What follows belongs to an exercise in optimizing a design on an open flow for a short achievable clock period and few clock cycles; a production flow would make more cautious choices.
Function was checked by simulation only, so behaviour that the tests miss may differ from the original.
Power and IR drop assume default switching activity.

==> v22: inputs <==
// MIPS_CPU
module MIPS_CPU (clk, rst, Mem_Read_EN, Mem_Write_EN, ALU_Result, Store_Value, Data_memory_out, instruction, addr);
clock: 10.0 ns
lec_check: 0
cap_margin: 20
cell_pad_in_sites_detail_placement: 1
cell_pad_in_sites_global_placement: 2
core_margin: 2
core_utilization: 25
place_density: 0.45
slew_margin: 30
standard.sh (not shown) runs the stock make flow with config.mk's settings and CLKGATE_MAP_FILE= SYNTH_SCRIPT=/design/flow/synth_recipe.tcl, a recipe that flattens the netlist after the stock synthesis.
==> flow/flow/run.sh <==
#!/bin/bash
set -euo pipefail
bash standard.sh SETUP_SLACK_MARGIN=6.6 finish > std_flow.log 2>&1
==> v11: changes against v22 <==
--- a/flow/design.v
+++ b/flow/design.v
@@ -40,52 +40,50 @@
   reg [31:0] pc;            
   reg [31:0] pcn;           
   reg [31:0] x_a;           
   reg [31:0] x_b;           
   reg [31:0] x_c;           
   reg [4:0]  x_fa, x_fb, x_fc;
   reg [31:0] x_asn, x_csn, x_ad, x_cd, x_ae, x_be;
   reg [4:0]  x_fas, x_fcs, x_fad, x_fcd, x_fae, x_fbe;
-  reg [31:0] x_ae2n, x_be2n;
-  reg [4:0]  x_fae2n, x_fbe2n;
+  reg        x_la, x_lb, x_lc;  
+  reg        x_stall;       
   reg [4:0]  x_dest;
   reg        x_wen, x_load, x_store, x_beq, x_bne, x_pred, x_st;
   reg [3:0]  x_kind;        
-  reg [31:0] x_tgt;         
-  reg [31:0] x_pc4;         
-  reg        x_bad;         
+  reg [31:0] x_alt;         
   reg [BHB-1:0] x_bi;       
   reg [1:0]  x_ctr;         
   reg [4:0]  x_sh;
   reg        x_and, x_or, x_xor, x_nor, x_slt, x_srl, x_sft;
   reg [31:0] m_sum, m_diff, m_oth, m_sv;
   reg [31:0] m_addrn;       
   reg        m_lt;
   reg [3:0]  m_kind;
   reg [2:0]  m_kindn;       
   reg [4:0]  m_dest;
   reg        m_wen, m_load, m_store;
-  reg        m_loadn;       
   reg           u_en;
   reg [1:0]     u_ctr;
   reg [BHB-1:0] u_bi;
   reg [31:0] rf [1:31];
   reg [31:1] rf_v;
   reg [1:0] bht [0:(1<<BHB)-1];
   wire [31:0] m_val = ({{16{~m_kindn[0]}}, {16{m_kind[0]}}} & m_sum)
                     | ({{16{~m_kindn[1]}}, {16{m_kind[1]}}} & m_diff)
                     | ({{16{~m_kindn[2]}}, {16{m_kind[2]}}} & m_oth)
                     | {31'b0, m_kind[3] & m_lt};
-  wire [31:0] m_res = m_loadn ? m_val : Data_memory_out;
+  wire [31:0] m_res = m_load ? Data_memory_out : m_val;
   assign addr         = pc;
   assign ALU_Result   = ~m_addrn;
   assign Store_Value  = m_sv;
   assign Mem_Read_EN  = m_load;
   assign Mem_Write_EN = m_store;
+  wire stall = x_stall;
   function [31:0] fwd;
     input [31:0] v;
     input [4:0]  f;
     input [31:0] s1, s2, s3;
     input        s4;
     fwd = ({32{f[0]}} & v) | ({32{f[1]}} & s1) | ({32{f[2]}} & s2) | ({32{f[3]}} & s3)
         | {31'b0, f[4] & s4};
   endfunction
@@ -107,21 +105,18 @@
   wire        lt   = x_slt ? lt_s : lt_u;
   wire [31:0] lg   = ({32{x_and}} & (a & c))
                    | ({32{x_or}}  & (a | c))
                    | ({32{x_xor}} & (a ^ c))
                    | ({32{x_nor}} & ~(a | c));
   wire [31:0] sft  = x_srl ? (b >> x_sh) : (b << x_sh);
   wire [31:0] oth  = x_sft ? sft : lg;
   wire eq      = (a_e == b_e);
-  wire [31:0] a_e2 = fwd(~x_ae2n, ~x_fae2n, m_sum, m_diff, m_oth, m_lt);
-  wire [31:0] b_e2 = fwd(~x_be2n, ~x_fbe2n, m_sum, m_diff, m_oth, m_lt);
-  wire eq2     = (a_e2 == b_e2);
   wire taken   = (x_beq & eq) | (x_bne & ~eq);
-  wire mispred = (x_beq | x_bne) & ((taken != x_pred) | (taken & x_pred & x_bad));
+  wire mispred = (x_beq | x_bne) & (taken != x_pred) & ~stall;
   wire [5:0]  op    = instruction[31:26];
   wire [5:0]  fn    = instruction[5:0];
   wire [4:0]  rs    = instruction[25:21];
   wire [4:0]  rt    = instruction[20:16];
   wire [4:0]  rd    = instruction[15:11];
   wire [31:0] simm  = {{16{instruction[15]}}, instruction[15:0]};
   wire d_r     = (op == 6'b000000);
   wire d_ialu  = (op[5:3] == 3'b001);
@@ -147,17 +142,16 @@
   wire d_sll  = d_r & (fn == 6'b000000);
   wire d_srl  = d_r & (fn == 6'b000010);
   wire [3:0] d_kind = {d_slt | d_sltu, d_sll | d_srl | d_and | d_or | d_xor | d_nor, d_sub, d_add};
   wire       d_ks   = d_add;
   wire       d_kd   = d_sub | d_slt | d_sltu;
   wire hit_a = x_wen && (x_dest == rs);
   wire hit_b = x_wen && (x_dest == rt);
   wire [3:0] kx = x_load ? 4'b0 : x_kind;
-  wire stall = x_load & ((hit_a & d_ua) | (hit_b & d_ub));
   reg [31:0] rf_n [0:31];
   always @(*) begin
     rf_n[0] = 32'd0;
     for (i = 1; i < 32; i = i + 1)
       rf_n[i] = (m_wen && m_dest == i) ? m_res : (rf[i] & {32{rf_v[i]}});
   end
   wire [31:0] rv_a = rf_n[rs];
   wire [31:0] rv_b = rf_n[rt];
@@ -172,122 +166,123 @@
   wire [16:0] lo_inc  = {1'b0, pci[17:2]} + 17'd1;
   wire [31:0] pc4     = {lo_inc[16] ? hi_inc : pc_hi, lo_inc[15:0], 2'b00};
   wire [15:0] lo_sum;
   wire        lo_co;
   ks_add #(16, 4) u_tgt (.x(pci[17:2]), .y(instruction[15:0]), .ci(1'b1), .s(lo_sum), .co(lo_co));
   wire [13:0] hi_t    = (d_st ^ lo_co) ? (lo_co ? hi_inc : hi_dec) : pc_hi;
   wire [31:0] target  = {hi_t, lo_sum, 2'b00};
   wire [31:0] jtarg   = {pc4[31:28], instruction[25:0], 2'b00};
-  wire [9:0]  l10_sum;
-  wire        l10_co;
-  ks_add #(10, 4) u_t10 (.x(pci[11:2]), .y(instruction[9:0]), .ci(1'b1), .s(l10_sum), .co(l10_co));
-  wire [31:0] ptarget = {pci[31:12], l10_sum, 2'b00};
-  wire        d_bad   = ~(((instruction[15:10] == 6'b000000) & ~l10_co) |
-                          ((instruction[15:10] == 6'b111111) &  l10_co));
-  wire [31:0] pred_pc = d_j ? jtarg : (d_pred ? ptarget : pc4);
+  wire [31:0] pred_pc = d_j ? jtarg : (d_pred ? target : pc4);
   wire        x_br   = x_beq | x_bne;
   wire        q      = ~(x_beq ^ x_pred);
-  wire        red1   = x_br & ((x_beq != x_pred) | (x_beq & x_pred & x_bad));
-  wire        red0   = x_br & ((x_bne != x_pred) | (x_bne & x_pred & x_bad));
-  wire [31:0] alt1   = x_beq ? x_tgt : x_pc4;
-  wire [31:0] alt0   = x_bne ? x_tgt : x_pc4;
-  wire [31:0] pc_eq1 = red1 ? alt1 : (stall ? pci : pred_pc);
-  wire [31:0] pc_eq0 = red0 ? alt0 : (stall ? pci : pred_pc);
+  wire [31:0] pc_eq1 = stall ? pci : ((x_br & ~q) ? x_alt : pred_pc);
+  wire [31:0] pc_eq0 = stall ? pci : ((x_br &  q) ? x_alt : pred_pc);
   wire [31:0] pc_nxt = eq ? pc_eq1 : pc_eq0;
-  wire [31:0] pc_nx2 = eq2 ? pc_eq1 : pc_eq0;
   always @(posedge clk or posedge rst) begin
     if (rst) begin
       pc  <= 32'd0;
       pcn <= 32'hffffffff;
     end else begin
       pc  <= pc_nxt;
-      pcn <= ~pc_nx2;
+      pcn <= ~pc_nxt;
     end
   end
   always @(posedge clk) begin
-    begin
+    if (stall) begin
+      x_a   <= x_la ? m_res : a;
+      x_b   <= x_lb ? m_res : b;
+      x_c   <= x_lc ? m_res : c;
+      x_asn <= x_la ? ~m_res : ~a_s;
+      x_csn <= x_lc ? ~m_res : ~c_s;
+      x_ad  <= x_la ? m_res : a_d;
+      x_cd  <= x_lc ? m_res : c_d;
+      x_ae  <= x_la ? m_res : a_e;
+      x_be  <= x_lb ? m_res : b_e;
+    end else begin
       x_a    <= rv_a;
       x_b    <= rv_b;
       x_c    <= d_imm ? simm : rv_b;
       x_asn  <= ~rv_a;
       x_csn  <= ~(d_imm ? simm : rv_b);
       x_ad   <= d_kd ? rv_a : 32'd0;
       x_cd   <= d_kd ? (d_imm ? simm : rv_b) : 32'd0;
       x_ae   <= d_br ? rv_a : 32'd0;
       x_be   <= d_br ? rv_b : 32'd0;
-      x_ae2n <= ~(d_br ? rv_a : 32'd0);
-      x_be2n <= ~(d_br ? rv_b : 32'd0);
       x_dest <= d_dest;
       x_sh   <= instruction[10:6];
-      x_tgt  <= target;
-      x_pc4  <= pc4;
-      x_bad  <= d_bad;
+      x_alt  <= d_pred ? pc4 : target;
       x_bi   <= f_bi;
       x_ctr  <= f_ctr;
       x_st   <= d_st;
       x_kind <= d_kind;
       x_and <= d_and; x_or <= d_or; x_xor <= d_xor; x_nor <= d_nor;
       x_slt <= d_slt; x_srl <= d_srl; x_sft <= d_sll | d_srl;
     end
   end
   always @(posedge clk or posedge rst) begin
     if (rst) begin
       x_fa <= 5'd1; x_fb <= 5'd1; x_fc <= 5'd1;
       x_fas <= 5'd1; x_fcs <= 5'd1; x_fad <= 5'd1; x_fcd <= 5'd1; x_fae <= 5'd1; x_fbe <= 5'd1;
-      x_fae2n <= 5'b11110; x_fbe2n <= 5'b11110;
+      x_la <= 1'b0; x_lb <= 1'b0; x_lc <= 1'b0; x_stall <= 1'b0;
       x_wen <= 1'b0; x_load <= 1'b0; x_store <= 1'b0;
       x_beq <= 1'b0; x_bne <= 1'b0; x_pred <= 1'b0;
+    end else if (stall) begin
+      x_fa <= 5'd1; x_fb <= 5'd1; x_fc <= 5'd1;
+      x_fas <= 5'd1; x_fcs <= 5'd1; x_fad <= 5'd1; x_fcd <= 5'd1; x_fae <= 5'd1; x_fbe <= 5'd1;
+      x_la <= 1'b0; x_lb <= 1'b0; x_lc <= 1'b0; x_stall <= 1'b0;
     end else begin
       x_fa <= (hit_a & ~x_load) ? {kx, 1'b0} : 5'd1;
       x_fb <= (hit_b & ~x_load) ? {kx, 1'b0} : 5'd1;
       x_fc <= (hit_b & ~x_load & ~d_imm) ? {kx, 1'b0} : 5'd1;
       x_fas <= (d_ks & hit_a & ~x_load) ? {kx, 1'b0} : 5'd1;
       x_fcs <= (d_ks & hit_b & ~x_load & ~d_imm) ? {kx, 1'b0} : 5'd1;
       x_fad <= (d_kd & hit_a & ~x_load) ? {kx, 1'b0} : 5'd1;
       x_fcd <= (d_kd & hit_b & ~x_load & ~d_imm) ? {kx, 1'b0} : 5'd1;
       x_fae <= (d_br & hit_a & ~x_load) ? {kx, 1'b0} : 5'd1;
       x_fbe <= (d_br & hit_b & ~x_load) ? {kx, 1'b0} : 5'd1;
-      x_fae2n <= ~((d_br & hit_a & ~x_load) ? {kx, 1'b0} : 5'd1);
-      x_fbe2n <= ~((d_br & hit_b & ~x_load) ? {kx, 1'b0} : 5'd1);
-      if (mispred | stall) begin
+      x_la <= hit_a & x_load;
+      x_lb <= hit_b & x_load;
+      x_lc <= hit_b & x_load & ~d_imm;
+      if (mispred) begin
         x_wen <= 1'b0; x_load <= 1'b0; x_store <= 1'b0;
         x_beq <= 1'b0; x_bne <= 1'b0; x_pred <= 1'b0;
+        x_stall <= 1'b0;
       end else begin
         x_wen <= d_wen; x_load <= d_lw; x_store <= d_sw;
         x_beq <= d_beq; x_bne <= d_bne; x_pred <= d_pred;
+        x_stall <= x_load & ((hit_a & d_ua) | (hit_b & d_ub));
       end
     end
   end
   always @(posedge clk) begin
     m_sum  <= sum;
     m_addrn <= ~sum;
     m_diff <= diff;
     m_oth  <= oth;
     m_lt   <= lt;
     m_sv   <= b;
     m_kind <= x_kind;
     m_kindn <= ~x_kind[2:0];
     m_dest <= x_dest;
   end
   always @(posedge clk or posedge rst) begin
     if (rst) begin
-      m_wen <= 1'b0; m_load <= 1'b0; m_store <= 1'b0; m_loadn <= 1'b1;
+      m_wen <= 1'b0; m_load <= 1'b0; m_store <= 1'b0;
     end else begin
-      m_wen   <= x_wen;
-      m_load  <= x_load;
-      m_loadn <= ~x_load;
-      m_store <= x_store;
+      m_wen   <= x_wen & ~stall;
+      m_load  <= x_load & ~stall;
+      m_store <= x_store & ~stall;
     end
   end
   always @(posedge clk or posedge rst) begin
     if (rst) begin
       u_en <= 1'b0;
     end else begin
-      u_en <= x_beq | x_bne;
+      u_en <= (x_beq | x_bne) & ~stall;
     end
   end
   always @(posedge clk) begin
     u_bi  <= x_bi;
     if (taken ^ x_st)
       u_ctr <= (x_ctr == 2'b11) ? 2'b11 : x_ctr + 2'b01;
     else
       u_ctr <= (x_ctr == 2'b00) ? 2'b00 : x_ctr - 2'b01;
Settings changed: SLEW_MARGIN 30 to 20, TNS_END_PERCENT from default to 10.
==> results.txt <==
The run finished with no timing, DRC or antenna violations. The total non-filler cell area in the finished layout is about 140000 µm². The layout sequential cell count is about 1800. The combinational share of power came out at 27.4%.

Global routing used between 60% and 70% of the available met2 tracks. The mean instance size in the synthesized netlist came out at about 9.3 µm². The number of instances resized during post-cts repair came out at between 2000 and 3000.

Of the cells placed in the final design, the portion with a size suffix greater than 1 is 31.72%.
The numbers above come from v11.

==> results.txt <==
The flow ran to the end and the layout has no timing, DRC or antenna violations. The count of boundary I/O pins is about 160. The layout sequential cell count came out at 1905.

The worst reg-to-reg path cell count came out at 18. The mean instance size in the synthesized netlist came out at between 9 and 10 µm². The met2 track demand over resource in global routing came out at 64.52%. The switching power total came out at 9.582 mW. The post-route worst setup slack is around 5.7 ns. The total non-filler cell area in the finished layout is around 160000 µm².

The number of instances resized during post-cts repair came out at around 3300.
The numbers above come from v22.

Testbench counts of v22, summed over its fixed seeds: cycles 78,562.
Testbench counts of v11, summed over its fixed seeds: cycles 78,562.

## separate check: timing with driven ports
The results above use ideal ports. As a check the final layouts listed here were re-extracted and re-timed, cells and wires unchanged. Step 1, drivers: a clkbuf_16 drives clk and a buf_2 each remaining input, both assumed. Step 2 adds t to the input delays and takes it off the output delays; t is the mean of the earliest and latest rising clock arrival at the registers after step 1. Input paths then give back, and output paths get back, about the clock's delay inside the block. Three values: ideal, step 1, step 2; two values: the first two.
| run | shift t [ns] | setup slack, ns | clock arrival spread, ns | worst slew at a driven data input, ns |
|---|---|---|---|---|
| v22 | 1.097 | 5.744 / 5.744 / 4.824 | 0.090 / 0.090 | 0.30 |
| v11 | 1.133 | 5.690 / 5.656 / 4.523 | 0.058 / 0.058 | 0.39 |
After both steps setup and hold are still met in every run listed. For v11, which loses most, drivers alone change the setup slack by -0.034 ns; drivers and shift together by -1.167 ns.
